What follows belongs to an exercise in optimizing a design on an open flow for small area; a production flow would make more cautious choices.
In this exercise RTL edits were held to simulation tests only and were not proved equivalent to the original.
No activity file was given, so power comes from the tool's default toggle rates.

==> flow/config.mk <==
export PLATFORM = sky130hd
export DESIGN_NAME = calculator
export DESIGN_NICKNAME = calculator
export VERILOG_FILES = /design/flow/design.v
export SDC_FILE = /design/flow/constraint.sdc
export NUM_CORES = 4
export LEC_CHECK = 0
export CAP_MARGIN = 20
export CORE_MARGIN = 2
export CORE_UTILIZATION = 40
export CTS_BUF_LIST = sky130_fd_sc_hd__clkbuf_8
export SLEW_MARGIN = 20
==> flow/constraint.sdc <==
create_clock -name core_clock -period 10.0 [get_ports {clk}]
set_input_delay 2.0000 -clock core_clock [delete_from_list [all_inputs] [get_ports {clk}]]
set_output_delay 2.0000 -clock core_clock [all_outputs]
set_load 0.01 [all_outputs]
==> flow/design.v <==
module hex2seg (input [3:0] number, output [6:0] pattern);
    wire [3:0] n = number;
    assign pattern[6] = (n[0]&~n[1]&~n[2]&~n[3]) | (~n[0]&~n[1]&n[2]&~n[3]) | (n[0]&n[1]&~n[2]&n[3]) | (n[0]&~n[1]&n[2]&n[3]);
    assign pattern[5] = (n[0]&~n[1]&n[2]&~n[3]) | (~n[0]&n[1]&n[2]&~n[3]) | (n[0]&n[1]&~n[2]&n[3]) | (~n[0]&~n[1]&n[2]&n[3]) | (~n[0]&n[1]&n[2]&n[3]) | (n[0]&n[1]&n[2]&n[3]);
    assign pattern[4] = (~n[0]&n[1]&~n[2]&~n[3]) | (~n[0]&~n[1]&n[2]&n[3]) | (~n[0]&n[1]&n[2]&n[3]) | (n[0]&n[1]&n[2]&n[3]);
    assign pattern[3] = (n[0]&~n[1]&~n[2]&~n[3]) | (~n[0]&~n[1]&n[2]&~n[3]) | (n[0]&n[1]&n[2]&~n[3]) | (~n[0]&n[1]&~n[2]&n[3]) | (n[0]&n[1]&n[2]&n[3]);
    assign pattern[2] = (n[0]&~n[1]&~n[2]&~n[3]) | (n[0]&n[1]&~n[2]&~n[3]) | (~n[0]&~n[1]&n[2]&~n[3]) | (n[0]&~n[1]&n[2]&~n[3]) | (n[0]&n[1]&n[2]&~n[3]) | (n[0]&~n[1]&~n[2]&n[3]);
    assign pattern[1] = (n[0]&~n[1]&~n[2]&~n[3]) | (~n[0]&n[1]&~n[2]&~n[3]) | (n[0]&n[1]&~n[2]&~n[3]) | (n[0]&n[1]&n[2]&~n[3]) | (n[0]&~n[1]&n[2]&n[3]);
    assign pattern[0] = (~n[0]&~n[1]&~n[2]&~n[3]) | (n[0]&~n[1]&~n[2]&~n[3]) | (n[0]&n[1]&n[2]&~n[3]) | (~n[0]&~n[1]&n[2]&n[3]);
endmodule
module calculator (
    input         clk,       
    input         reset,     
    input         newkey,    
    input  [4:0]  keycode,   
    output [23:0] value,     
    output [7:0]  digit,     
    output [7:0]  segment    
);
    wire key_digit = newkey & keycode[4];
    wire key_eq    = newkey & (keycode == 5'h01);
    wire key_op    = newkey & ~keycode[4] & (keycode[3:0] != 4'h1);
    reg [23:0] X;        
    reg [23:0] Y;        
    reg [23:0] R;        
    reg        op_add;   
    reg        op_mul;   
    reg [2:0]  dcnt;     
    assign value = X;
    wire full = (dcnt == 3'd6);
    always @(posedge clk or posedge reset) begin
        if (reset)
            X <= 24'd0;
        else if (key_op)
            X <= 24'd0;
        else if (key_eq)
            X <= R;
        else if (key_digit & ~full)
            X <= {X[19:0], keycode[3:0]};
    end
    always @(posedge clk or posedge reset) begin
        if (reset)
            dcnt <= 3'd0;
        else if (key_eq)
            dcnt <= 3'd0;
        else if (key_digit & ~full)
            dcnt <= dcnt + 3'd1;
    end
    always @(posedge clk or posedge reset) begin
        if (reset) begin
            op_add <= 1'b0;
            op_mul <= 1'b0;
        end else if (key_op) begin
            op_add <= (keycode[3:0] == 4'hA);
            op_mul <= (keycode[3:0] == 4'h2);
        end
    end
    always @(posedge clk)
        if (key_op)
            Y <= X;
    reg  [4:0] step;
    reg        a_sh, a_hd, b_x, b_y;
    wire done  = step[4] & step[3];
    wire first = (step == 5'd0);
    wire [23:0] yrev;
    genvar gr;
    generate
        for (gr = 0; gr < 24; gr = gr + 1) begin : rev
            assign yrev[gr] = Y[23 - gr];
        end
    endgenerate
    wire ybit  = yrev[step];
    always @(posedge clk or posedge reset) begin
        if (reset)
            step <= 5'd0;
        else if (newkey)
            step <= 5'd0;
        else if (~done)
            step <= step + 5'd1;
    end
    always @(posedge clk) begin
        a_sh <= ~op_add & ~first & ~done;
        a_hd <= op_add ? ~first : done;
        b_x  <= op_add ? first : (~done & op_mul & ybit);
        b_y  <= op_add & (step == 5'd1);
    end
    wire [23:0] opa = ({24{a_sh}} & {R[22:0], 1'b0}) | ({24{a_hd}} & R);
    wire [23:0] opb = ({24{b_x}} & X) | ({24{b_y}} & Y);
    wire [23:0] sum;
    wire [24:0] cy;
    assign cy[0] = 1'b0;
    genvar gi;
    generate
        for (gi = 0; gi < 24; gi = gi + 1) begin : rca
            assign sum[gi]  = opa[gi] ^ opb[gi] ^ cy[gi];
            assign cy[gi+1] = (opa[gi] & opb[gi]) | (cy[gi] & (opa[gi] ^ opb[gi]));
        end
    endgenerate
    always @(posedge clk)
        R <= sum;
    localparam [10:0] DIV_RESET = 11'd298;
    localparam [10:0] DIV_TICK  = 11'd438;
    reg [10:0] div;
    reg [2:0]  dsel;     
    wire tick = (div == DIV_TICK);
    always @(posedge clk or posedge reset) begin
        if (reset)
            div <= DIV_RESET;
        else
            div <= {div[9:0], ~(div[10] ^ div[1] ^ tick)};
    end
    always @(posedge clk or posedge reset) begin
        if (reset)
            dsel <= 3'b000;
        else if (tick)
            dsel <= {dsel[1:0], ~dsel[2]};
    end
    reg [3:0] nib;
    reg [7:0] dig;
    always @* begin
        case (dsel)
            3'b000: begin dig = 8'b11111110; nib = X[3:0];   end
            3'b001: begin dig = 8'b11111101; nib = X[7:4];   end
            3'b011: begin dig = 8'b11111011; nib = X[11:8];  end
            3'b111: begin dig = 8'b11110111; nib = X[15:12]; end
            3'b110: begin dig = 8'b11101111; nib = X[19:16]; end
            3'b100: begin dig = 8'b11011111; nib = X[23:20]; end
            default: begin dig = 8'b11111111; nib = 4'h0; end
        endcase
    end
    assign digit = dig;
    wire [6:0] pattern;
    hex2seg h2s (.number(nib), .pattern(pattern));
    assign segment = {pattern, 1'b1};
endmodule
==> flow/flow/run.sh <==
#!/bin/bash
cp standard.sh standard_copy.log
export BUFFER_PORTS_ARGS="-buffer_cell sky130_fd_sc_hd__buf_1"
bash standard.sh > standard.log 2>&1
==> flow/standard.sh <==
#!/bin/bash
# synth_recipe.tcl (not shown) runs the flow's synth.tcl, then flattens the netlist and writes it again
# the make line also repeats each setting of config.mk as NAME=value (left out here)
make -C /OpenROAD-flow-scripts/flow DESIGN_CONFIG=/design/flow/config.mk WORK_HOME=/design/flow/orfs CLKGATE_MAP_FILE= SYNTH_SCRIPT=/design/flow/synth_recipe.tcl "${@:-finish}"
==> run summary, run 1 <==
- Ratio of total power to cell area: between 150 and 200 mW/mm²
- R2r startpoint: Y[0]
- Number of distinct library cells after synthesis: between 50 and 60
- Die boundary height: ~120 µm
- Ratio of routed vias to standard cells: roughly 5.7
- Tot GR Track Use: 0.192
- Via Count: 3577
- Startpoint types: register
- Number of synthesized register bits: 100
- Crit path DAT: around 10000 ps
- Endpoint kind of the worst setup timing path: register
- Area grow syn2layout: 10.6%
- Total length of routed wires: approximately 12000 µm
- Worst min path class: reg2reg
- Fillers: about 1200
- Async set-or-reset flop fraction in the synthesized netlist: 0.480
- Post-detail-place hpwl: ~8400 µm
- Total CTS buffers: 9
- Mean instance size in the synthesized netlist: roughly 12 µm²
- Area leader, netlist: sky130_fd_sc_hd__dfrtp_1
- Area of the die: around 0.013 mm²
- Fraction of final layout cells sized beyond drive strength 1: 0.108
- Clock Tree Root: sky130_fd_sc_hd__clkbuf_8
- Maximum Capacitance Violations: 0
- DR WL/cell: between 15 and 20 µm
- Clock latency (worst-skew pair): approximately 370 ps
- Top post-synthesis cells by area: sky130_fd_sc_hd__dfrtp_1 (22%), sky130_fd_sc_hd__edfxtp_1 (14%), sky130_fd_sc_hd__dfxtp_1 (11%)
- Biggest cell delay along the critical path: about 410 ps
- Fraction of the yosys area taken by sequential cells: 0.498
- Crit path top cell by count: sky130_fd_sc_hd__fa_1
- Sum Neg Setup Slack: 0 ps
- DRT Pass-1 Iters: 5
- Number of remaining DRC errors: 0
- Total number of H-tree levels: 3
- Global placement routability congestion: 0.818
- Number of global-route vias before repair: about 3500
- Number of cells produced by synthesis: between 400 and 500
- Post-synth EDFFs: 24
- Placeable core region: approximately 0.012 mm²
- Synthesized area: roughly 0.005 mm²
- Warning count from the yosys run: 1
- Fmax achieved: 0.103 GHz
- Count of pins on the block boundary: 48
- Worst hold slack after final layout: roughly 390 ps
- Antenna Nets Post-Route: 0
- Max-slew violation count: 0
- Max Root-Sink Buffers: 2
- Horiz. Die Dim: roughly 120 µm
- Required time reported for the critical path endpoint: between 10000 and 15000 ps
- Number of antenna violations at the first check in global routing: 0
- Leakage power summed over all cells: 0.00218 µW
- Pin count of the biggest net entering global routing: slightly below 50
- Clock-pin slew reported for the worst setup and hold paths after clock tree synthesis: 100 ps
- Finish-stage setup viols: 0
- Global-route wire length before repair: between 15000 and 20000 µm
- R2R Setup Slk: 250 ps
- Final worst path period need: 9750 ps
- Unrepaired setup endpoints after global routing: no
- Prevailing post-synth register cell: sky130_fd_sc_hd__dfrtp_1
- Critical-path maximum fanout: 2
- Critical path type: reg2reg
- Slew of the pin with the lowest slew margin: roughly 1000 ps
- GRT overflow: 0
- Final worst-path cycle share: 0.975
- Worst clock skew on the final layout: ~11 ps
- Port Buffers: 44
- Launch point of the critical path: Y[0]
- Final net count: 496
- Hold Fails Final Rpt: 0
- Diode count: 0
- Top cell type's share of synthesized area: 0.221
- Min-Delay Startpoint: div[0]
- Starting density of the core: 0.412
- Critical-path cell with the highest stage delay: sky130_fd_sc_hd__edfxtp_1
- Bufs and invs on worst path: 0
- Multi-input gate area in the final layout: 0.00231 mm²
- Worst relative slew slack: 0.313
- Kind of cell with the highest combined delay on the critical path: adder cells
- Standard-cell rows: 40
- Maximum resistive drop on vdd: between 70 and 80 µV
- Clock tree from TritonCTS: yes
- Count of routing violations after the opening detailed-route iteration: ~280
- Count of clock tree sinks: 100
- Status: complete, no violations
- Flip-flop and latch area: roughly 0.0025 mm²
## synthesized netlist by cell type, types with 3 or more instances
cell type	count
sky130_fd_sc_hd__a22o_1	47
sky130_fd_sc_hd__dfrtp_1	44
sky130_fd_sc_hd__nand2_1	42
sky130_fd_sc_hd__dfxtp_1	28
sky130_fd_sc_hd__o21ai_0	26
sky130_fd_sc_hd__edfxtp_1	24
sky130_fd_sc_hd__a22oi_1	23
sky130_fd_sc_hd__fa_1	22
sky130_fd_sc_hd__clkbuf_1	19
sky130_fd_sc_hd__nor2_1	14
sky130_fd_sc_hd__mux2i_1	13
sky130_fd_sc_hd__a21oi_1	10
sky130_fd_sc_hd__inv_1	10
sky130_fd_sc_hd__nand3_1	8
sky130_fd_sc_hd__ha_1	6
sky130_fd_sc_hd__buf_2	5
sky130_fd_sc_hd__xnor2_1	5
sky130_fd_sc_hd__buf_4	4
sky130_fd_sc_hd__dfstp_2	4
sky130_fd_sc_hd__mux4_2	4
sky130_fd_sc_hd__o21ai_1	4
sky130_fd_sc_hd__a31oi_1	3
sky130_fd_sc_hd__buf_6	3
sky130_fd_sc_hd__mux2_2	3
sky130_fd_sc_hd__nand2b_1	3
sky130_fd_sc_hd__nand3b_1	3
sky130_fd_sc_hd__nor3_1	3
## flip-flops by register name, indices dropped and copies added, names as in the netlist
name,cells
dcnt,3
X,24
dsel,3
Y,24
op_mul,1
div,11
step,5
a_hd,1
a_sh,1
b_x,1
R,24
op_add,1
b_y,1
## cell type report
class                   instances  area share
clock buffers                   9      0.0224
clock inverters                 7      0.0168
inverters                      11     0.00771
multi-input cells             284       0.419
flip-flops and latches        100       0.451
well taps                     168      0.0381
repair buffers                 54      0.0449
## cells by family (layout without fill, tap and decap cells)
kind of cell | Yosys count | in the layout | synth area share
xor gates and xnor gates | 7 | 7 | 0.0123
other | 1 | 3 | 0.000752
and+or+nand+nor | 92 | 92 | 0.0898
muxes | 20 | 20 | 0.0509
AOI/OAI and AO/OA | 133 | 133 | 0.202
buffers and inverters | 42 | 81 | 0.0404
DFF | 100 | 100 | 0.498
adders and majority gates | 29 | 29 | 0.106
## placed cells by master (no fill, tap or decap), types with 13 or more instances in the layout
cell,Yosys,routed
sky130_fd_sc_hd__a22o_1,47,47
sky130_fd_sc_hd__a22oi_1,23,23
sky130_fd_sc_hd__buf_1,0,44
sky130_fd_sc_hd__dfrtp_1,44,44
sky130_fd_sc_hd__dfxtp_1,28,28
sky130_fd_sc_hd__edfxtp_1,24,24
sky130_fd_sc_hd__fa_1,22,20
sky130_fd_sc_hd__mux2i_1,13,13
sky130_fd_sc_hd__nand2_1,42,42
sky130_fd_sc_hd__nor2_1,14,14
sky130_fd_sc_hd__o21ai_0,26,26
## where the power goes
part           internal [µW]  leakage, µW  switching (µW)
combinational           66.7     0.000986             100
clock                    123     0.000109             152
sequential               460      0.00108            55.6
total                    649      0.00218             308
## metrics by stage
step | total power (µW) | util | area, µm² | cells | setup WS (ps)
after floorplan | 619 | - | 5000 | 426 | 336
after global placement | 687 | 0.436 | 5280 | 616 | 284
after detailed placement | 691 | 0.436 | 5280 | 616 | 170
after CTS | 968 | 0.454 | 5500 | 632 | 154
after global routing | 1010 | 0.456 | 5520 | 633 | 9.30
final | 957 | 0.456 | 5520 | 633 | 248
## metal layers
metal | wire, µm | track usage | vias to the layer above
li1 | - | - | 1638
met1 | 5470 | 0.263 | 1812
met2 | 5750 | 0.308 | 113
met3 | 574 | 0.0387 | 14
met4 | 195 | 0.0603 | 0
met5 | 0 | 0 | -
## final timing paths
kind / endpoint / cells past startpoint
max: R[23] / 26
min: div[1] / 0
max reg2reg: R[23] / 26
min reg2reg: div[1] / 0
max in group asynchronous: X[10] / 2
min in group asynchronous: X[18] / 2
## repair_timing
action	CTS	global route
hold buffers	0	0
endpoints found under the setup margin	0	1
gates resized for setup	0	2
setup buffers	0	0
==> inputs of run 2 (changes only) <==
==> flow/flow/run.sh (replaced) <==
#!/bin/bash
cp standard.sh standard_copy.log
export BUFFER_PORTS_ARGS="-buffer_cell sky130_fd_sc_hd__buf_1"
export CTS_ARGS="-sink_clustering_enable -repair_clock_nets -buf_list sky130_fd_sc_hd__clkbuf_8 -dont_use_dummy_load"
bash standard.sh > standard.log 2>&1
==> run 2 against run 1 <==
  * Clock power down 27%
  * Combinational power about the same
  * Cell count shrank 0.95%
  * Global-route usage is essentially flat
  * Sequential share of layout area up 0.71 points
  * Flip-flop and latch count is the same
  * Die area is the same
  * Critical path type unchanged
  * First-iteration DRC count is 11% lower
  * Area after synthesis stayed put
==> run summary, run 2 <==
- Status: complete, no violations
- Setup slack at placement: between 150 and 200 ps
- Kind of cell with the highest combined delay on the critical path: adder cells
- DRT Pass-1 Iters: 4
- Hold Fails Final Rpt: 0
- Ratio of routed vias to standard cells: about 5.7
- Die boundary height: between 100 and 150 µm
- Worst min path class: reg2reg
- Fraction of final layout cells sized beyond drive strength 1: 0.0959
- Prevailing post-synth register cell: sky130_fd_sc_hd__dfrtp_1
- Placeable core region: 0.0121 mm²
- Crit path top cell by count: sky130_fd_sc_hd__fa_1
- Reg-to-Reg End: R[23]
- Critical-path cell with the highest stage delay: sky130_fd_sc_hd__fa_1
- R2R Setup Slk: between 200 and 300 ps
- Critical Path End: R[23]
- Top cell type's share of synthesized area: 0.221
- Required time reported for the critical path endpoint: between 10000 and 15000 ps
- Clock latency (worst-skew pair): around 370 ps
- Total Power: ~880 µW
- Maximum resistive drop on vdd: around 76 µV
- Slew of the pin with the lowest slew margin: ~1000 ps
- Number of global-route vias before repair: ~3500
- Critical-path maximum fanout: 15
- Sum Neg Setup Slack: 0 ps
- Pin count of the biggest net entering global routing: 49
- PnR worst setup slack: 268 ps
- Port Buffers: between 40 and 50
- Fillers: ~1200
- Final worst-path cycle share: 0.973
- Final net count: 497
- Ratio of total power to cell area: approximately 160 mW/mm²
- Max-slew violation count: 0
- Count of clock tree sinks: 100
- Fraction of the yosys area taken by sequential cells: 0.498
- Global-route wire length before repair: 19400 µm
- Horiz. Die Dim: about 120 µm
- Launch point of the critical path: b_x
- Area of the die: between 0.01 and 0.015 mm²
- Leakage power summed over all cells: about 0.0021 µW
- Clock Tree Root: sky130_fd_sc_hd__clkbuf_8
- DR WL/cell: 19.1 µm
- Cell total after placement: just over 600
- Flip-flop and latch area: 0.00249 mm²
- Via Count: 3556
- GRT overflow: 0
- Number of remaining DRC errors: 0
- Number of distinct library cells after synthesis: 59
- Final worst path period need: a little under 10000 ps
- Number of cells produced by synthesis: roughly 420
- Biggest cell delay along the critical path: around 410 ps
- Total number of H-tree levels: 3
- Critical path type: reg2reg
- Fmax achieved: about 0.10 GHz
- Count of placed standard cells in the final layout, fillers left out: between 600 and 700
- R2r startpoint: b_x
- Post-synth top cells: sky130_fd_sc_hd__a22o_1 (47), sky130_fd_sc_hd__dfrtp_1 (44), sky130_fd_sc_hd__nand2_1 (42)
- Reg2reg path depth: 26
- Number of synthesized register bits: 100
- Post-detail-place hpwl: ~8400 µm
- Top post-synthesis cells by area: sky130_fd_sc_hd__dfrtp_1 (22%), sky130_fd_sc_hd__edfxtp_1 (14%), sky130_fd_sc_hd__dfxtp_1 (11%)
- Synthesized area: 0.00499 mm²
- Total CTS buffers: 9
- Multi-input gate area in the final layout: 0.00231 mm²
- Starting density of the core: 0.412
- Async set-or-reset flop fraction in the synthesized netlist: 0.480
- Bufs and invs on worst path: 1
- Count of pins on the block boundary: 48
- Finish-stage setup viols: 0
- Warning count from the yosys run: 1
- Crit path DAT: 9980 ps
- Regs by FF count: R: 24 flops, X: 24 flops, Y: 24 flops
- Area grow syn2layout: 8.88%
- Mean instance size in the synthesized netlist: ~12 µm²
- Worst relative slew slack: 0.333
- Number of cells on the worst hold path: 0
- Max Root-Sink Buffers: 2
- Clock-pin slew reported for the worst setup and hold paths after clock tree synthesis: about 100 ps
- Diode count: 0
- Unrepaired setup endpoints after global routing: no
- Endpoint kind of the worst setup timing path: register
- Total length of routed wires: ~12000 µm
- Number of antenna violations at the first check in global routing: 0
- Logic depth of the worst setup path including buffers: 26
- Antenna Nets Post-Route: 0
- Tot GR Track Use: 0.191
- Global placement routability congestion: between 0.8 and 0.9
- Area leader, netlist: sky130_fd_sc_hd__dfrtp_1
- Standard-cell rows: 40
- Clock tree from TritonCTS: yes
- Post-synth EDFFs: 24
- Count of routing violations after the opening detailed-route iteration: between 200 and 300
- Worst clock skew on the final layout: 31.7 ps
- Most common library cell in the layout ignoring fill and taps: sky130_fd_sc_hd__a22o_1
- Dominant cell by count in the synthesized netlist: sky130_fd_sc_hd__a22o_1
- Startpoint types: register
- Most frequent cells in the layout: sky130_fd_sc_hd__a22o_1 (47), sky130_fd_sc_hd__dfrtp_1 (44), sky130_fd_sc_hd__buf_1 (44)
- Maximum Capacitance Violations: 0
run 2: worst min path at each step:
stage                start     end
floorplan           div[7]  div[8]
global placement    div[6]  div[7]
detailed placement  div[7]  div[8]
CTS                 div[0]  div[1]
global route        div[4]  div[5]
finish              div[0]  div[1]
run 2: cells by family after synthesis:
group | Yosys count | share of synthesized area
flops | 100 | 0.498
other cells | 1 | 0.000752
mux | 20 | 0.0509
buf+inv | 42 | 0.0404
xor+xnor | 7 | 0.0123
compound gates | 133 | 0.202
simple gates | 92 | 0.0898
fa+ha+maj | 29 | 0.106
run 2: metrics by stage:
stage	hold slack [ps]	util	instance area (µm²)
after floorplan	347	-	5000
after global placement	359	0.436	5280
after detailed placement	357	0.436	5280
after CTS	389	0.446	5400
after global routing	401	0.449	5430
final	387	0.449	5430
run 2: final cells by class:
cell class                      count  share of cell area
Sequential cell                   100               0.458
Timing Repair Buffer               55              0.0470
Tap cell                          168              0.0387
Clock buffer                        9              0.0228
Multi-Input combinational cell    284               0.426
Inverter                           11             0.00783
run 2: repair_timing:
action                     in CTS  in global routing
setup buffers                   0                  1
gates resized for setup         0                  2
hold buffers                    0                  0
setup endpoints to repair       0                  1
run 2: metal layers:
metal  track usage  routed length (µm)
met5             0                   0
met4        0.0603                 191
met3        0.0387                 718
met2         0.309                5760
met1         0.262                5300
run 2: power breakdown:
group	switching, µW	internal (µW)	leakage, µW
Combinational	100	67.0	0.000991
Clock	120	81.0	0.0000647
Sequential	55.2	460	0.00108
Total	276	608	0.00214
==> inputs of run 3 (changes only) <==
==> flow/flow/run.sh (replaced) <==
#!/bin/bash
cp standard.sh standard_copy.log
export BUFFER_PORTS_ARGS="-buffer_cell sky130_fd_sc_hd__buf_1"
export CTS_ARGS="-sink_clustering_enable -repair_clock_nets -buf_list sky130_fd_sc_hd__clkbuf_8 -dont_use_dummy_load -sink_clustering_size 32 -sink_clustering_max_diameter 120"
bash standard.sh > standard.log 2>&1
==> run 3 against run 2 <==
  * Synthesized cell count unchanged
  * Setup slack unchanged
  * Clock power about the same
  * Critical path type unchanged
==> run summary, run 3 <==
- Post-synth EDFFs: 24
- GRT overflow: 0
- Amount of wire on met2 after detailed routing: between 5000 and 6000 µm
- Fraction of the yosys area taken by sequential cells: 0.498
- Total length of routed wires: about 12000 µm
- Total length of routed met3 wires: about 700 µm
- Total number of H-tree levels: 3
- Pin count of the biggest net entering global routing: between 40 and 50
- Standard-cell rows: 40
- Antenna Nets Post-Route: 0
- Clock-pin slew reported for the worst setup and hold paths after clock tree synthesis: ~100 ps
- Highest metal layer with signal wires: met4
- Most common library cell in the layout ignoring fill and taps: sky130_fd_sc_hd__a22o_1
- Number of distinct library cells after synthesis: 59
- Area after DPL: 0.00528 mm²
- Total Power: roughly 880 µW
- Internal power component: 608 µW
- Clock tree from TritonCTS: yes
- Worst clock skew on the final layout: ~32 ps
- Tot GR Track Use: 0.191
- Status: complete, no violations
- Final worst-path cycle share: 0.973
- Relative contribution of the clock network to total power: 0.228
- Final standard cell area without fillers: about 0.0054 mm²
- DR WL/cell: roughly 19 µm
- Final worst path period need: ~10000 ps
- Combinational power share: 0.189
- Prevailing post-synth register cell: sky130_fd_sc_hd__dfrtp_1
- Regs by FF count: R: 24 flops, X: 24 flops, Y: 24 flops
- Fraction of final layout cells sized beyond drive strength 1: 0.0959
- Max Root-Sink Buffers: 2
- Diode count: 0
- Worst hold slack after final layout: roughly 390 ps
- Mean instance size in the synthesized netlist: about 12 µm²
- Synthesized area: between 0.004 and 0.005 mm²
- Global-route wire length before repair: about 19000 µm
- Hold Fails Final Rpt: 0
- Via Count: about 3600
- Net Sw Power: between 200 and 300 µW
- Area grow syn2layout: 8.88%
- Startpoint types: register
- Number of remaining DRC errors: 0
- Horiz. Die Dim: around 120 µm
- Count of routing violations after the opening detailed-route iteration: 250
- Unrepaired setup endpoints after global routing: no
- Global placement routability congestion: between 0.8 and 0.9
- Leakage power summed over all cells: roughly 0.0021 µW
- Reg2reg path depth: 26
- Number of synthesized register bits: 100
- Count of clock tree sinks: 100
- Port Buffers: 44
- Endpoint kind of the worst setup timing path: register
- Final net count: slightly below 500
- Area of the die: between 0.01 and 0.015 mm²
- Number of global-route vias before repair: 3522
- Met1 wire length: between 5000 and 6000 µm
- DRT Pass-1 Iters: 4
- Sequential power share: 0.583
- Maximum Capacitance Violations: 0
- Starting density of the core: 0.412
- Reg-to-Reg End: R[23]
- Worst min path class: reg2reg
- Critical Path End: R[23]
- Async set-or-reset flop fraction in the synthesized netlist: 0.480
- Launch point of the critical path: b_x
- R2r startpoint: b_x
- Placeable core region: ~0.012 mm²
- Die boundary height: 116 µm
- Max-slew violation count: 0
- Maximum resistive drop on vdd: around 76 µV
- Top post-synthesis cells by area: sky130_fd_sc_hd__dfrtp_1 (22%), sky130_fd_sc_hd__edfxtp_1 (14%), sky130_fd_sc_hd__dfxtp_1 (11%)
- Finish-stage setup viols: 0
- Warning count from the yosys run: 1
- Slew of the pin with the lowest slew margin: ~1000 ps
- Post-CTS Hold Buffers: 0
- Fmax achieved: around 0.10 GHz
- Top cell type's share of synthesized area: 0.221
- Crit path DAT: approximately 10000 ps
- R2R Setup Slk: about 270 ps
- Total CTS buffers: 9
- Dominant cell by count in the synthesized netlist: sky130_fd_sc_hd__a22o_1
- Critical path type: reg2reg
- Number of cells produced by synthesis: approximately 420
- Count of pins on the block boundary: 48
- Clock Tree Root: sky130_fd_sc_hd__clkbuf_8
- Required time reported for the critical path endpoint: approximately 10000 ps
- Clock latency (worst-skew pair): about 370 ps
- Sum Neg Setup Slack: 0 ps
- Number of antenna violations at the first check in global routing: 0
- Ratio of routed vias to standard cells: about 5.7
- Post-detail-place hpwl: between 8000 and 9000 µm
- Worst relative slew slack: 0.333
- Ratio of total power to cell area: 163 mW/mm²
- Critical-path maximum fanout: 15
- Area leader, netlist: sky130_fd_sc_hd__dfrtp_1
- Post-synth top cells: sky130_fd_sc_hd__a22o_1 (47), sky130_fd_sc_hd__dfrtp_1 (44), sky130_fd_sc_hd__nand2_1 (42)
- Net switching fraction of the power: 0.312
- Most frequent cells in the layout: sky130_fd_sc_hd__a22o_1 (47), sky130_fd_sc_hd__dfrtp_1 (44), sky130_fd_sc_hd__buf_1 (44)
run 3: cell counts in the layout (fill, tap and decap cells not counted):
Identical to the previous run, type by type.
run 3: worst max-delay path, stage by stage (launching register included):
cell and delay, ps:
sky130_fd_sc_hd__dfxtp_1 330, sky130_fd_sc_hd__buf_4 190, sky130_fd_sc_hd__a22o_1 260, sky130_fd_sc_hd__fa_1 410, sky130_fd_sc_hd__fa_1 390, sky130_fd_sc_hd__fa_1 390, sky130_fd_sc_hd__fa_1 390, sky130_fd_sc_hd__fa_1 390
sky130_fd_sc_hd__fa_1 390, sky130_fd_sc_hd__fa_1 390, sky130_fd_sc_hd__fa_1 380, sky130_fd_sc_hd__fa_1 400, sky130_fd_sc_hd__fa_1 400, sky130_fd_sc_hd__fa_1 390, sky130_fd_sc_hd__fa_1 390, sky130_fd_sc_hd__fa_2 360
sky130_fd_sc_hd__fa_2 350, sky130_fd_sc_hd__fa_1 390, sky130_fd_sc_hd__fa_1 390, sky130_fd_sc_hd__fa_1 390, sky130_fd_sc_hd__fa_1 410, sky130_fd_sc_hd__fa_1 390, sky130_fd_sc_hd__fa_1 390, sky130_fd_sc_hd__fa_1 390
sky130_fd_sc_hd__fa_1 390, sky130_fd_sc_hd__xnor2_1 150, sky130_fd_sc_hd__xnor2_1 130
run 3: metal layers:
layer  GRT usage  up-vias
met1       0.262     1799
met4      0.0603        0
met2       0.309      112
li1            -     1632
met3      0.0387       13
met5           0        -
run 3: area by class of cell:
| type | count | area [µm²] |
|---|---|---|
| inverters | 11 | 42.5 |
| clock buffers | 9 | 124 |
| multi-input cells | 284 | 2310 |
| well taps | 168 | 210 |
| flip-flops and latches | 100 | 2490 |
| fillers | 1175 | 6680 |
| repair buffers | 55 | 255 |
run 3: power groups by stage:
stage,Combinational [µW],Clock (µW),Sequential (µW)
6_report,167,201,515
5_1_grt,188,224,523
4_1_cts,168,210,516
3_5_place_dp,168,0,524
3_3_place_gp,164,0,524
2_1_floorplan,111,0,508
run 3: worst min path at each step:
stage          startpoint  endpoint  cells past startpoint  slack [ps]
4_1_cts            div[0]    div[1]                      0         390
3_5_place_dp       div[7]    div[8]                      0         360
5_1_grt            div[4]    div[5]                      0         400
3_3_place_gp       div[6]    div[7]                      0         360
6_report           div[0]    div[1]                      0         390
2_1_floorplan      div[7]    div[8]                      0         350
run 3: through the flow:
stage | utilization | std cells | setup slack [ps]
3_3_place_gp | 0.436 | 616 | 284
4_1_cts | 0.446 | 625 | 163
5_1_grt | 0.449 | 627 | 19.6
6_report | 0.449 | 627 | 268
2_1_floorplan | - | 426 | 336
3_5_place_dp | 0.436 | 616 | 170
run 3: cells by family (layout without fill, tap and decap cells):
kind of cell / after synthesis / in the layout / share of synthesized area
other: 1 / 3 / 0.000752
AND/OR/NAND/NOR: 92 / 92 / 0.0898
AO/OA/AOI/OAI: 133 / 133 / 0.202
buffers and inverters: 42 / 75 / 0.0404
flip-flops: 100 / 100 / 0.498
multiplexers: 20 / 20 / 0.0509
XOR/XNOR: 7 / 7 / 0.0123
adder cells (fa/ha/maj): 29 / 29 / 0.106
run 3: timing repair:
| action | 4_1_cts | 5_1_grt |
|---|---|---|
| buffers inserted | 0 | 1 |
| setup endpoints to repair | 0 | 1 |
| gates resized for setup | 0 | 2 |
| endpoints found under the hold margin | 0 | 0 |
==> inputs of run 4 (changes only) <==
--- a/flow/design.v
+++ b/flow/design.v
@@ -59,9 +59,8 @@
         if (key_op)
             Y <= X;
     reg  [4:0] step;
-    reg        a_sh, a_hd, b_x, b_y;
+    reg        a_sh, inj, b_x;
     wire done  = step[4] & step[3];
-    wire first = (step == 5'd0);
     wire [23:0] yrev;
     genvar gr;
     generate
@@ -69,7 +68,7 @@
             assign yrev[gr] = Y[23 - gr];
         end
     endgenerate
-    wire ybit  = yrev[step];
+    wire yb = yrev[step];
     always @(posedge clk or posedge reset) begin
         if (reset)
             step <= 5'd0;
@@ -79,13 +78,12 @@
             step <= step + 5'd1;
     end
     always @(posedge clk) begin
-        a_sh <= ~op_add & ~first & ~done;
-        a_hd <= op_add ? ~first : done;
-        b_x  <= op_add ? first : (~done & op_mul & ybit);
-        b_y  <= op_add & (step == 5'd1);
+        a_sh <= ~done;
+        inj  <= ~done & op_add & yb;
+        b_x  <= ~done & (op_mul ? yb : (op_add & (step == 5'd23)));
     end
-    wire [23:0] opa = ({24{a_sh}} & {R[22:0], 1'b0}) | ({24{a_hd}} & R);
-    wire [23:0] opb = ({24{b_x}} & X) | ({24{b_y}} & Y);
+    wire [23:0] opa = ({24{a_sh}} & {R[22:0], inj}) | ({24{~a_sh}} & R);
+    wire [23:0] opb = {24{b_x}} & X;
     wire [23:0] sum;
     wire [24:0] cy;
     assign cy[0] = 1'b0;
==> flow/flow/run.sh (replaced) <==
#!/bin/bash
cp standard.sh standard_copy.log
export BUFFER_PORTS_ARGS="-buffer_cell sky130_fd_sc_hd__buf_1"
export CTS_ARGS="-sink_clustering_enable -repair_clock_nets -buf_list sky130_fd_sc_hd__clkbuf_8 -dont_use_dummy_load"
bash standard.sh > standard.log 2>&1
==> run 4 against run 3 <==
  * Die area down 3.6%
  * Sequential power about the same
  * Synthesized cell count down 7.3%
  * Clock power about the same
  * First-iteration DRC count up 12%
  * Area after synthesis down 3.7%
  * Register-to-register slack about the same
  * Setup slack better by 7.6 ps
  * Largest cell class unchanged
==> run summary, run 4 <==
- Reg2reg path depth: 26
- Final net count: between 400 and 500
- Clock tree from TritonCTS: yes
- Final worst path period need: roughly 9700 ps
- Critical path type: reg2reg
- Final worst-path cycle share: 0.972
- Maximum resistive drop on vdd: 81.8 µV
- Post-detail-place hpwl: 7410 µm
- Unrepaired setup endpoints after global routing: no
- Crit path DAT: around 10000 ps
- Ratio of routed vias to standard cells: ~5.6
- Count of placed standard cells in the final layout, fillers left out: around 580
- Endpoint kind of the worst setup timing path: register
- R2r startpoint: a_sh
- Area grow syn2layout: 9.48%
- Total length of routed wires: around 11000 µm
- Max-slew violation count: 0
- Leakage power summed over all cells: ~0.0023 µW
- R2R Setup Slk: approximately 280 ps
- Number of synthesized register bits: between 90 and 100
- Clock Tree Root: sky130_fd_sc_hd__clkbuf_8
- DR WL/cell: 18.7 µm
- Horiz. Die Dim: approximately 110 µm
- Final design utilization: 0.443
- Most frequent cells in the layout: sky130_fd_sc_hd__dfrtp_1 (44), sky130_fd_sc_hd__buf_1 (44), sky130_fd_sc_hd__mux2_2 (28)
- Hold Path End: div[7]
- Starting density of the core: 0.405
- Hold Fails Final Rpt: 0
- DRT Pass-1 Iters: 5
- Standard-cell rows: 40
- Number of antenna violations at the first check in global routing: 0
- Critical-path maximum fanout: 3
- Cell total after placement: between 500 and 600
- Tot GR Track Use: 0.180
- Status: complete, no violations
- Fraction of the yosys area taken by sequential cells: 0.514
- Number of global-route vias before repair: about 3300
- Pin count of the biggest net entering global routing: 49
- Synthesized area: about 0.0048 mm²
- Worst clock skew on the final layout: roughly 18 ps
- Die boundary height: between 100 and 150 µm
- GRT overflow: 0
- Regs by FF count: R: 24 flops, X: 24 flops, Y: 24 flops
- Count of routing violations after the opening detailed-route iteration: between 200 and 300
- Fillers: 1123
- Area of the die: 0.0129 mm²
- Dominant cell by count in the synthesized netlist: sky130_fd_sc_hd__dfrtp_1
- Warning count from the yosys run: 1
- Number of remaining DRC errors: 0
- Buffer count from post-CTS setup fixing: 0
- Top post-synthesis cells by area: sky130_fd_sc_hd__dfrtp_1 (23%), sky130_fd_sc_hd__edfxtp_1 (15%), sky130_fd_sc_hd__dfxtp_1 (11%)
- Fraction of final layout cells sized beyond drive strength 1: 0.153
- Worst hold slack after final layout: 376 ps
- Number of cells on the worst hold path: 0
- Ratio of total power to cell area: about 170 mW/mm²
- Global-route wire length before repair: roughly 18000 µm
- Number of cells produced by synthesis: just under 400
- Count of pins on the block boundary: 48
- Maximum Capacitance Violations: 0
- Worst min path class: reg2reg
- Clock latency (worst-skew pair): approximately 360 ps
- Min-Delay Startpoint: div[6]
- Clock-pin slew reported for the worst setup and hold paths after clock tree synthesis: about 70 ps
- Top cell type's share of synthesized area: 0.229
- Total number of H-tree levels: 3
- Area leader, netlist: sky130_fd_sc_hd__dfrtp_1
- Diode count: 0
- Number of distinct library cells after synthesis: 58
- Placeable core region: 0.0119 mm²
- Max Root-Sink Buffers: 2
- Finish-stage setup viols: 0
- Slew of the pin with the lowest slew margin: 1000 ps
- Mean instance size in the synthesized netlist: 12.2 µm²
- Antenna Nets Post-Route: 0
- Worst relative slew slack: 0.331
- Reg-to-Reg End: R[23]
- Fmax achieved: 0.103 GHz
- Global placement routability congestion: between 0.7 and 0.8
- Port Buffers: 44
- Via Count: 3217
- Count of clock tree sinks: 99
- Post-synth top cells: sky130_fd_sc_hd__dfrtp_1 (44), sky130_fd_sc_hd__inv_1 (28), sky130_fd_sc_hd__mux2_2 (28)
- Prevailing post-synth register cell: sky130_fd_sc_hd__dfrtp_1
- Startpoint types: register
- Async set-or-reset flop fraction in the synthesized netlist: 0.485
- Total CTS buffers: 9
- Required time reported for the critical path endpoint: about 10000 ps
- Post-synth EDFFs: 24
## run 4: cell types whose count changed after synthesis, sizes merged, moves of 4 or more
cell	before	now
and2	4	26
clkbuf	19	14
o21ai	30	7
a22o	47	1
a22oi	23	5
nand2	42	26
inv	11	28
mux2	3	29
a222oi	0	21
mux2i	13	17
## run 4: timing repair
action | CTS | global route
pin swaps | 1 | 0
endpoints found under the setup margin | 1 | 2
hold buffers | 0 | 0
resized for setup | 1 | 7
## run 4: final cells by class
| cell class | instances | area (µm²) | area share |
|---|---|---|---|
| clock buffer | 9 | 124 | 0.0236 |
| inverter | 28 | 106 | 0.0202 |
| multi-input combinational | 245 | 2160 | 0.410 |
| sequential | 99 | 2470 | 0.469 |
| tap | 147 | 184 | 0.0350 |
| timing repair buffer | 51 | 218 | 0.0414 |
## run 4: critical path, cell delays in order, from the launching register on
cell	delay [ps]
sky130_fd_sc_hd__dfxtp_2	350
sky130_fd_sc_hd__mux2_2	330
sky130_fd_sc_hd__ha_1	210
sky130_fd_sc_hd__fa_1	400
sky130_fd_sc_hd__fa_1	400
sky130_fd_sc_hd__fa_1	390
sky130_fd_sc_hd__fa_1	380
sky130_fd_sc_hd__fa_1	380
sky130_fd_sc_hd__fa_1	390
sky130_fd_sc_hd__fa_1	400
sky130_fd_sc_hd__fa_2	360
sky130_fd_sc_hd__fa_1	400
sky130_fd_sc_hd__fa_2	360
sky130_fd_sc_hd__fa_1	390
sky130_fd_sc_hd__fa_1	390
sky130_fd_sc_hd__fa_1	390
sky130_fd_sc_hd__fa_1	400
sky130_fd_sc_hd__fa_2	360
sky130_fd_sc_hd__fa_2	360
sky130_fd_sc_hd__fa_1	400
sky130_fd_sc_hd__fa_2	370
sky130_fd_sc_hd__fa_1	390
sky130_fd_sc_hd__fa_1	390
sky130_fd_sc_hd__fa_1	390
sky130_fd_sc_hd__fa_2	360
sky130_fd_sc_hd__xnor2_2	140
sky130_fd_sc_hd__xnor2_1	120
## run 4: metal layers
metal	global-route usage	wire, µm	vias to the layer above
met3	0.0388	521	10
met4	0.0512	138	0
met1	0.249	4880	1635
met2	0.289	5320	86
li1	-	-	1486
met5	0	0	-
## run 4: worst max-delay path by stage
stage,start,end,slack [ps],depth (start not counted)
global route,a_sh,R[23],30,26
finish,a_sh,R[23],280,26
floorplan,a_sh,R[23],100,28
global placement,a_sh,R[23],110,26
CTS,a_sh,R[23],10,26
detailed placement,a_sh,R[23],-9,26
## run 4: cell families (layout without fill, tap and decap cells)
kind of cell / after synthesis / count (layout) / synth area share
adder cells (fa/ha/maj): 27 / 27 / 0.104
multiplexers: 48 / 48 / 0.114
buffers and inverters: 51 / 88 / 0.0451
flip-flops: 99 / 99 / 0.514
AND/OR/NAND/NOR: 95 / 95 / 0.103
AO/OA/AOI/OAI: 65 / 65 / 0.107
XOR/XNOR: 7 / 7 / 0.0128
other: 1 / 3 / 0.000781
## run 4: power breakdown
part           internal (µW)  switching, µW
combinational           76.8            103
clock                   81.0            120
sequential               463           49.0
## run 4: per-stage QoR
stage | setup TNS, ps | total power, µW | instance area [µm²] | worst slack [ps]
3_5_place_dp | -8.81 | 699 | 5110 | -8.81
6_report | 0 | 893 | 5260 | 276
2_1_floorplan | 0 | 630 | 4820 | 95.6
4_1_cts | 0 | 901 | 5240 | 13.7
3_3_place_gp | 0 | 694 | 5100 | 112
5_1_grt | 0 | 945 | 5260 | 28.5
==> inputs of run 5 (changes only) <==
==> flow/flow/run.sh (replaced) <==
#!/bin/bash
# The standard layout with three changes:
#  - synthesis maps the logic with an area-oriented ABC script (flow/area.abc)
#    instead of ORFS's speed script; everything else in synthesis, including
#    the flip-flop mapping, is the standard synthesis unchanged;
#  - the port buffers are made from the smallest buffer cell;
#  - the clock tree is built from clkbuf_8 without dummy balancing loads.
set -euo pipefail
here=$PWD
# ORFS synth.tcl with only the ABC script replaced
sed "s#^source \$::env(SCRIPTS_DIR)/synth_preamble.tcl#&\nset abc_args [lreplace \$abc_args 1 1 $here/flow/area.abc]#" \
    "$FLOW_HOME/scripts/synth.tcl" > "$here/area_synth.tcl"
grep -q "area.abc" "$here/area_synth.tcl"
# The standard flow's synthesis wrapper, sourcing it
sed "s#^source \$::env(SCRIPTS_DIR)/synth.tcl#source $here/area_synth.tcl#" \
    "$here/synth_recipe.tcl" > "$here/area_synth_recipe.tcl"
grep -q "area_synth.tcl" "$here/area_synth_recipe.tcl"
sed "s#SYNTH_SCRIPT=[^ ]*#SYNTH_SCRIPT=$here/area_synth_recipe.tcl#" "$here/standard.sh" > "$here/area_standard.sh"
grep -q "area_synth_recipe.tcl" "$here/area_standard.sh"
export BUFFER_PORTS_ARGS="-buffer_cell sky130_fd_sc_hd__buf_1"
export CTS_ARGS="-sink_clustering_enable -repair_clock_nets -buf_list sky130_fd_sc_hd__clkbuf_8 -dont_use_dummy_load"
bash "$here/area_standard.sh" > "$here/flow.log" 2>&1
==> flow/flow/area.abc (new file) <==
strash
&get -n
&st
&syn2
&synch2
&dch -f
&put
amap
--- a/flow/config.mk
+++ b/flow/config.mk
@@ -8,5 +8,4 @@
 export CAP_MARGIN = 20
 export CORE_MARGIN = 2
 export CORE_UTILIZATION = 40
-export CTS_BUF_LIST = sky130_fd_sc_hd__clkbuf_8
 export SLEW_MARGIN = 20
==> run 5 against run 4 <==
  * Largest power group unchanged
  * Flip-flop and latch count unchanged
  * Fmax up 0.17%
  * Power down 4.6%
  * Sequential power down 2%
  * Highest routed layer unchanged
  * Sequential share of layout area up 1.8 points
  * Clock power about the same
  * Area after synthesis down 5.5%
  * Global-route usage up 0.92 points
  * Critical endpoint unchanged
  * Largest cell class unchanged
  * Combinational power down 17%
  * Still clean on timing, DRC and antenna
==> run summary, run 5 <==
- Buffer count from post-CTS setup fixing: 0
- Global placement routability congestion: slightly below 0.9
- Cell total after placement: about 600
- Most frequent cells in the layout: sky130_fd_sc_hd__nor2_1 (73), sky130_fd_sc_hd__clkinv_1 (49), sky130_fd_sc_hd__dfrtp_1 (44), sky130_fd_sc_hd__buf_1 (44), sky130_fd_sc_hd__dfxtp_1 (26)
- Maximum resistive drop on vdd: 80.3 µV
- Post-synthesis mux area share: 0
- Placeable core region: approximately 0.011 mm²
- Hold Fails Final Rpt: 0
- Area of the die: between 0.01 and 0.015 mm²
- Ratio of total power to cell area: about 170 mW/mm²
- Mean instance size in the synthesized netlist: around 11 µm²
- Setup slack at placement: 71.0 ps
- Clock-pin slew reported for the worst setup and hold paths after clock tree synthesis: 80 ps
- DR WL/cell: between 15 and 20 µm
- Number of global-route vias before repair: approximately 3500
- Synthesized-area fraction occupied by adder cells: 0.108
- Count of clock tree sinks: 99
- Warning count from the yosys run: 1
- Count of pins on the block boundary: 48
- Crit path top cell by count: sky130_fd_sc_hd__fa_1
- PnR worst setup slack: approximately 300 ps
- Via Count: 3442
- Pin count of the biggest net entering global routing: between 40 and 50
- Number of cells produced by synthesis: 410
- Regs by FF count: R: 24 flops, X: 24 flops, Y: 24 flops
- Die boundary height: 111 µm
- Critical-path cell with the highest stage delay: sky130_fd_sc_hd__fa_1
- Total length of routed wires: 11100 µm
- Maximum Capacitance Violations: 0
- Ratio of routed vias to standard cells: about 5.7
- Post-synthesis xor/xnor area fraction: 0
- GRT overflow: 0
- Async set-or-reset flop fraction in the synthesized netlist: 0.485
- Reg-to-Reg End: R[23]
- Kind of cell with the highest combined delay on the critical path: adder cells
- Finish-stage setup viols: 0
- Min-Delay Startpoint: div[9]
- Leakage power summed over all cells: slightly below 0.002 µW
- Top post-synthesis cells by area: sky130_fd_sc_hd__dfrtp_1 (24%), sky130_fd_sc_hd__edfxtp_1 (16%), sky130_fd_sc_hd__dfxtp_1 (12%)
- Main combinational cell family by area after synthesis: compound AO/OA/AOI/OAI gates
- Worst min path class: reg2reg
- Reg2reg path depth: 29
- Top cell type's share of synthesized area: 0.242
- Critical path type: reg2reg
- Tot GR Track Use: 0.189
- Slew of the pin with the lowest slew margin: about 980 ps
- Bufs and invs on worst path: 1
- Biggest cell delay along the critical path: between 400 and 500 ps
- Hold Path End: div[10]
- Clock Tree Root: sky130_fd_sc_hd__clkbuf_8
- Starting density of the core: 0.415
- R2r startpoint: a_sh
- Post-detail-place hpwl: approximately 8400 µm
- Antenna Nets Post-Route: 0
- Total Power: between 800 and 900 µW
- Horiz. Die Dim: between 100 and 150 µm
- Port Buffers: between 40 and 50
- Area leader, netlist: sky130_fd_sc_hd__dfrtp_1
- Critical-path maximum fanout: 4
- Basic-gate share of the synthesized area counting and, or, nand and nor cells: 0.0973
- Crit path DAT: ~10000 ps
- Number of cells on the worst hold path: 0
- Sum Neg Setup Slack: 0 ps
- Max Root-Sink Buffers: 2
- Clock latency (worst-skew pair): roughly 370 ps
- Status: complete, no violations
- Worst clock skew on the final layout: between 15 and 20 ps
- Synthesized area: about 0.0045 mm²
- Number of distinct library cells after synthesis: 38
- Dominant cell by count in the synthesized netlist: sky130_fd_sc_hd__nor2_1
- DRT Pass-1 Iters: 5
- Diode count: 0
- Number of synthesized register bits: 99
- Fraction of final layout cells sized beyond drive strength 1: 0.0600
- Area grow syn2layout: 11.7%
- Number of remaining DRC errors: 0
- Total CTS buffers: 9
- Startpoint types: register
- Total number of H-tree levels: 3
- Post-synth EDFFs: 24
- Final worst path period need: about 9700 ps
- Worst relative slew slack: 0.342
- Endpoint kind of the worst setup timing path: register
- Clock tree from TritonCTS: yes
- Count of routing violations after the opening detailed-route iteration: 200
- Required time reported for the critical path endpoint: 10260 ps
- Unrepaired setup endpoints after global routing: no
- Fraction of the yosys area taken by sequential cells: 0.543
- Standard-cell rows: 38
- Area fraction in compound gates after synthesis: 0.203
- Final worst-path cycle share: 0.971
- Prevailing post-synth register cell: sky130_fd_sc_hd__dfrtp_1
- Final net count: 503
- Fmax achieved: 0.103 GHz
- Count of placed standard cells in the final layout, fillers left out: approximately 610
- R2R Setup Slk: roughly 290 ps
- Max-slew violation count: 0
- Most common library cell in the layout ignoring fill and taps: sky130_fd_sc_hd__nor2_1
- Number of antenna violations at the first check in global routing: 0
- Post-synth top cells: sky130_fd_sc_hd__nor2_1 (73), sky130_fd_sc_hd__clkinv_1 (51), sky130_fd_sc_hd__dfrtp_1 (44)
- Global-route wire length before repair: ~18000 µm
==> run 5: cell types whose count changed after synthesis, sizes merged, moves of 16 or more <==
cell,previous run,this run
o32ai,1,17
o22a,0,22
mux2,29,0
clkinv,0,51
inv,28,0
nor2,16,73
and2,26,0
a222oi,21,0
o22ai,4,23
mux2i,17,0
==> run 5: per-stage QoR <==
stage          instance area (µm²)  hold slack, ps   util
3_3_place_gp                  4920             355  0.450
4_1_cts                       5040             376  0.461
5_1_grt                       5070             396  0.464
3_5_place_dp                  4920             355  0.450
2_1_floorplan                 4550             346      -
6_report                      5070             375  0.464
==> run 5: what timing repair did <==
action	CTS	global route
gates resized for setup	0	7
setup endpoints to repair	0	1
hold buffers	0	0
==> run 5: layer usage <==
metal,track usage,part of all wire,vias up
met5,0,0,-
met4,0.0625,0.013,0
met3,0.0362,0.046,12
met2,0.301,0.48,91
met1,0.262,0.46,1702
li1,-,-,1637
==> run 5: area by class of cell <==
| class | instances | area (µm²) |
|---|---|---|
| Timing Repair Buffer | 49 | 203 |
| Tap cell | 140 | 175 |
| Sequential cell | 99 | 2470 |
| Inverter | 51 | 198 |
| Multi-Input combinational cell | 259 | 1900 |
| Clock buffer | 9 | 124 |
| Fill cell | 1060 | 5860 |
==> run 5: power by group <==
part / internal (µW) / switching, µW / leakage [µW]
combinational: 55.1 / 93.5 / 0.000816
clock: 80.9 / 122 / 0.0000647
sequential: 457 / 42.4 / 0.00108
==> run 5: worst max path at each step <==
| stage | start | to | slack (ps) | depth (start not counted) |
|---|---|---|---|---|
| after floorplan | a_sh | R[23] | 60 | 27 |
| after global placement | a_sh | R[23] | 230 | 27 |
| after detailed placement | a_sh | R[23] | 70 | 27 |
| after CTS | a_sh | R[23] | 50 | 27 |
| after global routing | a_sh | R[23] | 9 | 29 |
| final | a_sh | R[23] | 290 | 29 |
==> run 5: cell families (layout without fill, tap and decap cells) <==
group	count (synthesis)	after routing
AOI/OAI and AO/OA	124	124
and+or+nand+nor	106	106
DFF	99	99
buffers and inverters	54	109
adders and majority gates	26	26
other	1	3
==> run 5: worst reg2reg max path, delay by kind of cell (launching register included) <==
kind            cells  cell delay [ps]
compound gates      4              410
fa+ha+maj          23             8690
buf+inv             1               60
flops               1              380
simple gates        1               50
==> inputs of run 6 (changes only) <==
--- a/flow/design.v
+++ b/flow/design.v
@@ -34,7 +34,7 @@
         else if (key_op)
             X <= 24'd0;
         else if (key_eq)
-            X <= R;
+            X <= (op_add | op_mul) ? R : 24'd0;
         else if (key_digit & ~full)
             X <= {X[19:0], keycode[3:0]};
     end
@@ -69,10 +69,8 @@
         end
     endgenerate
     wire yb = yrev[step];
-    always @(posedge clk or posedge reset) begin
-        if (reset)
-            step <= 5'd0;
-        else if (newkey)
+    always @(posedge clk) begin
+        if (newkey)
             step <= 5'd0;
         else if (~done)
             step <= step + 5'd1;
@@ -82,7 +80,7 @@
         inj  <= ~done & op_add & yb;
         b_x  <= ~done & (op_mul ? yb : (op_add & (step == 5'd23)));
     end
-    wire [23:0] opa = ({24{a_sh}} & {R[22:0], inj}) | ({24{~a_sh}} & R);
+    wire [23:0] opa = {R[22:0], inj};
     wire [23:0] opb = {24{b_x}} & X;
     wire [23:0] sum;
     wire [24:0] cy;
@@ -95,7 +93,8 @@
         end
     endgenerate
     always @(posedge clk)
-        R <= sum;
+        if (a_sh)
+            R <= sum;
     localparam [10:0] DIV_RESET = 11'd298;
     localparam [10:0] DIV_TICK  = 11'd438;
     reg [10:0] div;
==> run 6 against run 5 <==
  * First-iteration DRC count grew 71%
  * Power is 2.1% lower
  * Register-to-register slack hardly changed
  * Core utilization decreased by 1.5 points
  * Setup slack worse by 3.5 ps
  * Worst hold slack lost 12 ps
  * Highest routed layer unchanged
  * Area after synthesis rose by 0.58%
==> run summary, run 6 <==
- Number of global-route vias before repair: between 3000 and 4000
- Antenna Nets Post-Route: 0
- Count of pins on the block boundary: between 40 and 50
- Placeable core region: around 0.011 mm²
- Combinational power share: 0.160
- R2r startpoint: X[0]
- Port Buffers: between 40 and 50
- Clock-pin slew reported for the worst setup and hold paths after clock tree synthesis: 90 ps
- Prevailing post-synth register cell: sky130_fd_sc_hd__edfxtp_1
- Number of remaining DRC errors: 0
- Maximum resistive drop on vdd: 69.5 µV
- Status: complete, no violations
- Total CTS buffers: 9
- Pin count of the biggest net entering global routing: 44
- Warning count from the yosys run: 1
- Finish-stage setup viols: 0
- Top cell type's share of synthesized area: 0.316
- Final net count: 467
- Worst min path class: reg2reg
- Post-detail-place hpwl: slightly below 8000 µm
- Internal power component: about 590 µW
- Clock Tree Root: sky130_fd_sc_hd__clkbuf_8
- Reg-to-Reg End: R[23]
- Top post-synthesis cells by area: sky130_fd_sc_hd__edfxtp_1 (32%), sky130_fd_sc_hd__dfrtp_1 (21%), sky130_fd_sc_hd__fa_1 (9.6%)
- Ratio of total power to cell area: 165 mW/mm²
- Hold Fails Final Rpt: 0
- Maximum Capacitance Violations: 0
- Fraction of final layout cells sized beyond drive strength 1: 0.0557
- Synthesized area: between 0.004 and 0.005 mm²
- Clock latency (worst-skew pair): 360 ps
- Critical Path End: R[23]
- DRT Pass-1 Iters: 5
- Clock tree from TritonCTS: yes
- Fraction of the yosys area taken by sequential cells: 0.587
- Mean instance size in the synthesized netlist: ~12 µm²
- Crit path top cell by count: sky130_fd_sc_hd__fa_1
- Area grow syn2layout: 10.9%
- Total length of routed wires: roughly 11000 µm
- Endpoint kind of the worst setup timing path: register
- Post-synth EDFFs: 48
- Required time reported for the critical path endpoint: 10100 ps
- Worst hold slack after final layout: between 300 and 400 ps
- Async set-or-reset flop fraction in the synthesized netlist: 0.434
- Critical path type: reg2reg
- Post-CTS Hold Buffers: 0
- Max-slew violation count: 0
- Via Count: ~3400
- Number of cells on the worst hold path: 0
- Critical-path maximum fanout: 3
- Final worst path period need: ~9700 ps
- Most common library cell in the layout ignoring fill and taps: sky130_fd_sc_hd__clkinv_1
- Reg2reg path depth: 31
- Launch point of the critical path: X[0]
- Startpoint types: register
- Sequential power share: 0.596
- Number of synthesized register bits: 99
- Ratio of routed vias to standard cells: 5.90
- Diode count: 0
- Horiz. Die Dim: between 100 and 150 µm
- Number of cells produced by synthesis: between 300 and 400
- Worst clock skew on the final layout: 20.9 ps
- Count of clock tree sinks: 99
- Global placement routability congestion: 0.863
- Biggest cell delay along the critical path: about 420 ps
- Most frequent cells in the layout: sky130_fd_sc_hd__clkinv_1 (50), sky130_fd_sc_hd__edfxtp_1 (48), sky130_fd_sc_hd__buf_1 (44)
- Net switching fraction of the power: 0.291
- R2R Setup Slk: roughly 290 ps
- Worst relative slew slack: 0.287
- Leakage power summed over all cells: about 0.0019 µW
- DR WL/cell: between 15 and 20 µm
- Total number of H-tree levels: 3
- Standard-cell rows: 39
- Net Sw Power: roughly 240 µW
- Number of distinct library cells after synthesis: 36
- Die boundary height: roughly 110 µm
- Global-route wire length before repair: 17900 µm
- Area leader, netlist: sky130_fd_sc_hd__edfxtp_1
- Sum Neg Setup Slack: 0 ps
- Final worst-path cycle share: 0.971
- Tot GR Track Use: 0.186
- Unrepaired setup endpoints after global routing: no
- Count of routing violations after the opening detailed-route iteration: 342
- Dominant cell by count in the synthesized netlist: sky130_fd_sc_hd__clkinv_1
- Area of the die: ~0.012 mm²
- Relative contribution of the clock network to total power: 0.244
- GRT overflow: 0
- Max Root-Sink Buffers: 2
- Crit path DAT: 9810 ps
- Fmax achieved: between 0.1 and 0.15 GHz
- Critical-path cell with the highest stage delay: sky130_fd_sc_hd__dfrtp_1
- Number of antenna violations at the first check in global routing: 0
- Post-synth top cells: sky130_fd_sc_hd__clkinv_1 (51), sky130_fd_sc_hd__edfxtp_1 (48), sky130_fd_sc_hd__nor2_1 (42)
- Regs by FF count: R: 24 flops, X: 24 flops, Y: 24 flops
- Starting density of the core: 0.405
- Slew of the pin with the lowest slew margin: 1070 ps
==> run 6: cell count changes in the layout (fill, tap and decap cells not counted), sizes merged, moves of 7 or more <==
cell    before  now
a32oi        0   20
nor2        73   42
nand2       11   18
o21ai       13    6
o32ai       17    4
o22ai       23   38
o22a        22    2
dfxtp       27    8
edfxtp      24   48
==> run 6: area by class of cell <==
cell class	count	area, µm²
clock buffers	9	124
flip-flops and latches	99	2680
fillers	1066	6210
multi-input cells	224	1690
well taps	143	179
repair buffers	48	195
inverters	51	191
==> run 6: metal layers <==
layer / vias up / GRT usage / wire, µm
li1: 1537 / - / -
met1: 1698 / 0.263 / 4980
met2: 120 / 0.281 / 5240
met3: 29 / 0.0350 / 599
met4: 0 / 0.0833 / 355
met5: - / 0 / 0
==> run 6: cell families (layout without fill, tap and decap cells) <==
| group | after synthesis | after routing | synth area share |
|---|---|---|---|
| other | 1 | 3 | 0.000821 |
| AO/OA/AOI/OAI | 114 | 114 | 0.181 |
| buffers and inverters | 54 | 108 | 0.0468 |
| adder cells (fa/ha/maj) | 26 | 26 | 0.107 |
| flip-flops | 99 | 99 | 0.587 |
| AND/OR/NAND/NOR | 81 | 81 | 0.0762 |
==> run 6: power by group through the flow <==
stage,sequential [µW],clock (µW),combinational [µW]
floorplan,497,0,87.0
global placement,504,0,129
detailed placement,505,0,130
CTS,496,210,132
global route,501,227,148
finish,496,203,134
==> run 6: through the flow <==
step / util / area (µm²) / setup slack (ps) / power, µW / instances
2_1_floorplan: - / 4570 / 464 / 584 / 377
3_3_place_gp: 0.437 / 4920 / 331 / 633 / 564
3_5_place_dp: 0.437 / 4920 / 165 / 635 / 564
4_1_cts: 0.448 / 5040 / 126 / 838 / 573
5_1_grt: 0.449 / 5060 / 22.6 / 876 / 574
6_report: 0.449 / 5060 / 289 / 833 / 574
==> run 6: critical path, delay by kind of cell, from the launching register on <==
family	cells	cell delay (ps)
buffers and inverters	3	210
adder cells (fa/ha/maj)	23	8480
AO/OA/AOI/OAI	2	110
AND/OR/NAND/NOR	3	250
flip-flops	1	420
==> run 6: worst min path at each step <==
stage          startpoint       to  slack, ps
3_5_place_dp       div[0]   div[1]        360
6_report           div[0]   div[1]        360
4_1_cts            div[0]   div[1]        370
5_1_grt            div[0]   div[1]        380
3_3_place_gp       div[9]  div[10]        350
2_1_floorplan      div[4]   div[5]        350
==> run 6: what timing repair did <==
action                     4_1_cts  5_1_grt
gates resized for setup          0        4
setup endpoints to repair        0        1
buffers inserted                 0        1
==> inputs of run 7 (changes only) <==
==> flow/flow/area.abc (replaced) <==
strash
&get -n
&st
&deepsyn -I 20 -J 50
&dch -f
&put
amap
==> run 7 against run 6 <==
  * Still clean on timing, DRC and antenna
  * Non-clock buffer count decreased by 1
  * Combinational power decreased by 36%
  * Register-to-register slack improved by 130 ps
  * Area after synthesis decreased by 2.1%
  * Clock power decreased by 3%
  * Core utilization increased by 0.69 points
  * Critical path depth unchanged
  * Sequential share of layout area increased by 1.0 points
  * Critical path type unchanged
==> run summary, run 7 <==
- Slew of the pin with the lowest slew margin: 906 ps
- Number of cells produced by synthesis: approximately 390
- R2r startpoint: X[0]
- Number of synthesized register bits: 99
- Regs by FF count: R: 24 flops, X: 24 flops, Y: 24 flops
- Fmax achieved: 0.104 GHz
- Number of remaining DRC errors: 0
- Crit path DAT: between 9000 and 10000 ps
- Max-slew violation count: 0
- Global-route wire length before repair: ~16000 µm
- Maximum Capacitance Violations: 0
- Unrepaired setup endpoints after global routing: no
- Post-synth top cells: sky130_fd_sc_hd__clkinv_1 (60), sky130_fd_sc_hd__nor2_1 (50), sky130_fd_sc_hd__edfxtp_1 (48)
- Multi-input gate area in the final layout: approximately 0.0016 mm²
- Pin count of the biggest net entering global routing: 44
- Met1 wire length: 4700 µm
- Worst min path class: reg2reg
- Area leader, netlist: sky130_fd_sc_hd__edfxtp_1
- Clock-pin slew reported for the worst setup and hold paths after clock tree synthesis: roughly 90 ps
- Most common library cell in the layout ignoring fill and taps: sky130_fd_sc_hd__clkinv_1
- Flip-flop and latch area: roughly 0.0027 mm²
- Highest metal layer with signal wires: met4
- Die boundary height: roughly 110 µm
- Number of global-route vias before repair: between 3000 and 4000
- Top cell type's share of synthesized area: 0.322
- Count of routing violations after the opening detailed-route iteration: 261
- Status: complete, no violations
- Fraction of final layout cells sized beyond drive strength 1: 0.0591
- Final worst-path cycle share: 0.958
- Final net count: 476
- Warning count from the yosys run: 1
- Final worst path period need: 9580 ps
- Startpoint types: register
- Critical path type: reg2reg
- Prevailing post-synth register cell: sky130_fd_sc_hd__edfxtp_1
- Antenna Nets Post-Route: 0
- Reg-to-Reg End: R[23]
- Total Power: ~760 µW
- Most frequent cells in the layout: sky130_fd_sc_hd__clkinv_1 (59), sky130_fd_sc_hd__nor2_1 (50), sky130_fd_sc_hd__edfxtp_1 (48)
- Diode count: 0
- DRT Pass-1 Iters: 5
- Clock Tree Root: sky130_fd_sc_hd__clkbuf_8
- Async set-or-reset flop fraction in the synthesized netlist: 0.434
- Starting density of the core: 0.411
- Biggest cell delay along the critical path: 400 ps
- Post-CTS Hold Buffers: 0
- Finish-stage setup viols: 0
- Area of the die: roughly 0.012 mm²
- Min-Delay Startpoint: div[6]
- Maximum resistive drop on vdd: 95.0 µV
- Sum Neg Setup Slack: 0 ps
- Top post-synthesis cells by area: sky130_fd_sc_hd__edfxtp_1 (32%), sky130_fd_sc_hd__dfrtp_1 (22%), sky130_fd_sc_hd__fa_1 (9.9%)
- Endpoint kind of the worst setup timing path: register
- Count of clock tree sinks: a little under 100
- Critical-path maximum fanout: 4
- GRT overflow: 0
- Post-detail-place hpwl: 7620 µm
- Required time reported for the critical path endpoint: ~10000 ps
- Total length of routed met3 wires: about 600 µm
- Total length of routed wires: ~10000 µm
- Number of cells on the worst hold path: 0
- Reg2reg path depth: 31
- Ratio of total power to cell area: between 150 and 200 mW/mm²
- Area grow syn2layout: 11.1%
- Leakage power summed over all cells: 0.00188 µW
- Hold Fails Final Rpt: 0
- Count of pins on the block boundary: 48
- Dominant cell by count in the synthesized netlist: sky130_fd_sc_hd__clkinv_1
- Worst relative slew slack: 0.395
- Critical-path cell with the highest stage delay: sky130_fd_sc_hd__dfrtp_1
- Mean instance size in the synthesized netlist: roughly 12 µm²
- Number of distinct library cells after synthesis: 31
- Amount of wire on met2 after detailed routing: 4780 µm
- Placeable core region: 0.0109 mm²
- DR WL/cell: about 18 µm
- Buffer count from post-CTS setup fixing: 0
- Resized cells post-CTS: 0
- Hold Path End: div[7]
- R2R Setup Slk: 420 ps
- Clock latency (worst-skew pair): approximately 360 ps
- Number of antenna violations at the first check in global routing: 0
- Fraction of the yosys area taken by sequential cells: 0.600
- Global placement routability congestion: roughly 0.88
- Crit path top cell by count: sky130_fd_sc_hd__fa_1
- Clock tree from TritonCTS: yes
- Total CTS buffers: 9
- Tot GR Track Use: 0.184
- Total number of H-tree levels: 3
- Horiz. Die Dim: about 110 µm
- Fillers: 1018
- Standard-cell rows: 38
- Worst clock skew on the final layout: roughly 20 ps
- Ratio of routed vias to standard cells: between 5 and 6
- Synthesized area: 0.00447 mm²
- Port Buffers: 44
- Post-synth EDFFs: 48
- Max Root-Sink Buffers: 2
- Via Count: 3151
[run 7: how the worst max path moves through the flow]
stage	endpoint	startpoint	cells past startpoint	slack [ps]
5_1_grt	R[23]	X[0]	31	30
3_3_place_gp	R[23]	X[0]	31	320
3_5_place_dp	R[23]	X[0]	31	110
4_1_cts	R[23]	X[0]	31	110
6_report	R[23]	X[0]	31	420
2_1_floorplan	R[23]	b_x	31	460
[run 7: layout make-up]
class                      count  share of cell area
clock buffer                   9              0.0249
inverter                      60              0.0454
multi-input combinational    225               0.316
sequential                    99               0.540
tap                          140              0.0353
timing repair buffer          47              0.0378
[run 7: kinds of logic after synthesis]
family	Yosys count	share of synthesized area
flops	99	0.600
simple gates	117	0.111
fa+ha+maj	26	0.110
other cells	1	0.000839
buf+inv	63	0.0554
compound gates	79	0.123
[run 7: worst max-delay path: cells and delay by family (launching register included)]
kind | cells | cell delay (ps)
adders and majority gates | 23 | 8310
DFF | 1 | 400
and+or+nand+nor | 3 | 280
buffers and inverters | 3 | 210
AOI/OAI and AO/OA | 2 | 110
[run 7: where the power goes]
group          switching, µW  internal, µW
sequential              21.1           455
combinational           58.6          27.4
clock                    117          80.9
total                    196           563
[run 7: routing by layer]
layer / global-route usage / vias up
met5: 0 / -
met4: 0.0416 / 0
met3: 0.0439 / 20
met2: 0.282 / 124
met1: 0.267 / 1536
li1: - / 1471
[run 7: stage by stage]
step                      instance area (µm²)  setup slack [ps]  utilization  std cells  hold WS [ps]
after floorplan                          4480               464            -        387           345
after global placement                   4820               325        0.443        571           355
after detailed placement                 4820               110        0.443        571           361
after CTS                                4950               112        0.454        580           376
after global routing                     4970              34.2        0.456        580           394
final                                    4970               423        0.456        580           375

[what the ideal ports hide]
How much do the figures lean on ideal ports? The routed layouts below were timed once more, with nothing changed but the port constraints.
Step 1 (the two cells are an assumption about what drives the block):
set clk [get_ports {clk}]
set_driving_cell -lib_cell sky130_fd_sc_hd__clkbuf_16 $clk
set_driving_cell -lib_cell sky130_fd_sc_hd__buf_2 [delete_from_list [all_inputs] $clk]
Step 2 adds t to the input delays and takes it off the output delays; t is the mean of the earliest and latest rising clock arrival at the registers after step 1. Input paths then give back, and output paths get back, about the clock's delay inside the block.
Three values: no drivers, after step 1, after step 2; two values: the first two.
run | t (ns) | setup WS [ns] | hold WS [ns] | worst setup path after step 2 | clock arrival spread, ns
run 1 | 0.401 | 0.248 / 0.248 / 0.248 | 0.387 / 0.387 / 0.387 | register to register | 0.010 / 0.011
run 2 | 0.390 | 0.268 / 0.268 / 0.268 | 0.387 / 0.387 / 0.387 | register to register | 0.033 / 0.033
run 3 | 0.390 | 0.268 / 0.268 / 0.268 | 0.387 / 0.387 / 0.387 | register to register | 0.033 / 0.033
run 4 | 0.387 | 0.276 / 0.276 / 0.276 | 0.376 / 0.376 / 0.376 | register to register | 0.018 / 0.018
run 5 | 0.397 | 0.293 / 0.293 / 0.293 | 0.375 / 0.375 / 0.375 | register to register | 0.020 / 0.020
run 6 | 0.382 | 0.289 / 0.289 / 0.289 | 0.364 / 0.364 / 0.364 | register to register | 0.021 / 0.021
run 7 | 0.377 | 0.423 / 0.423 / 0.423 | 0.375 / 0.375 / 0.375 | register to register | 0.021 / 0.021
After both steps every run listed still meets setup and hold.
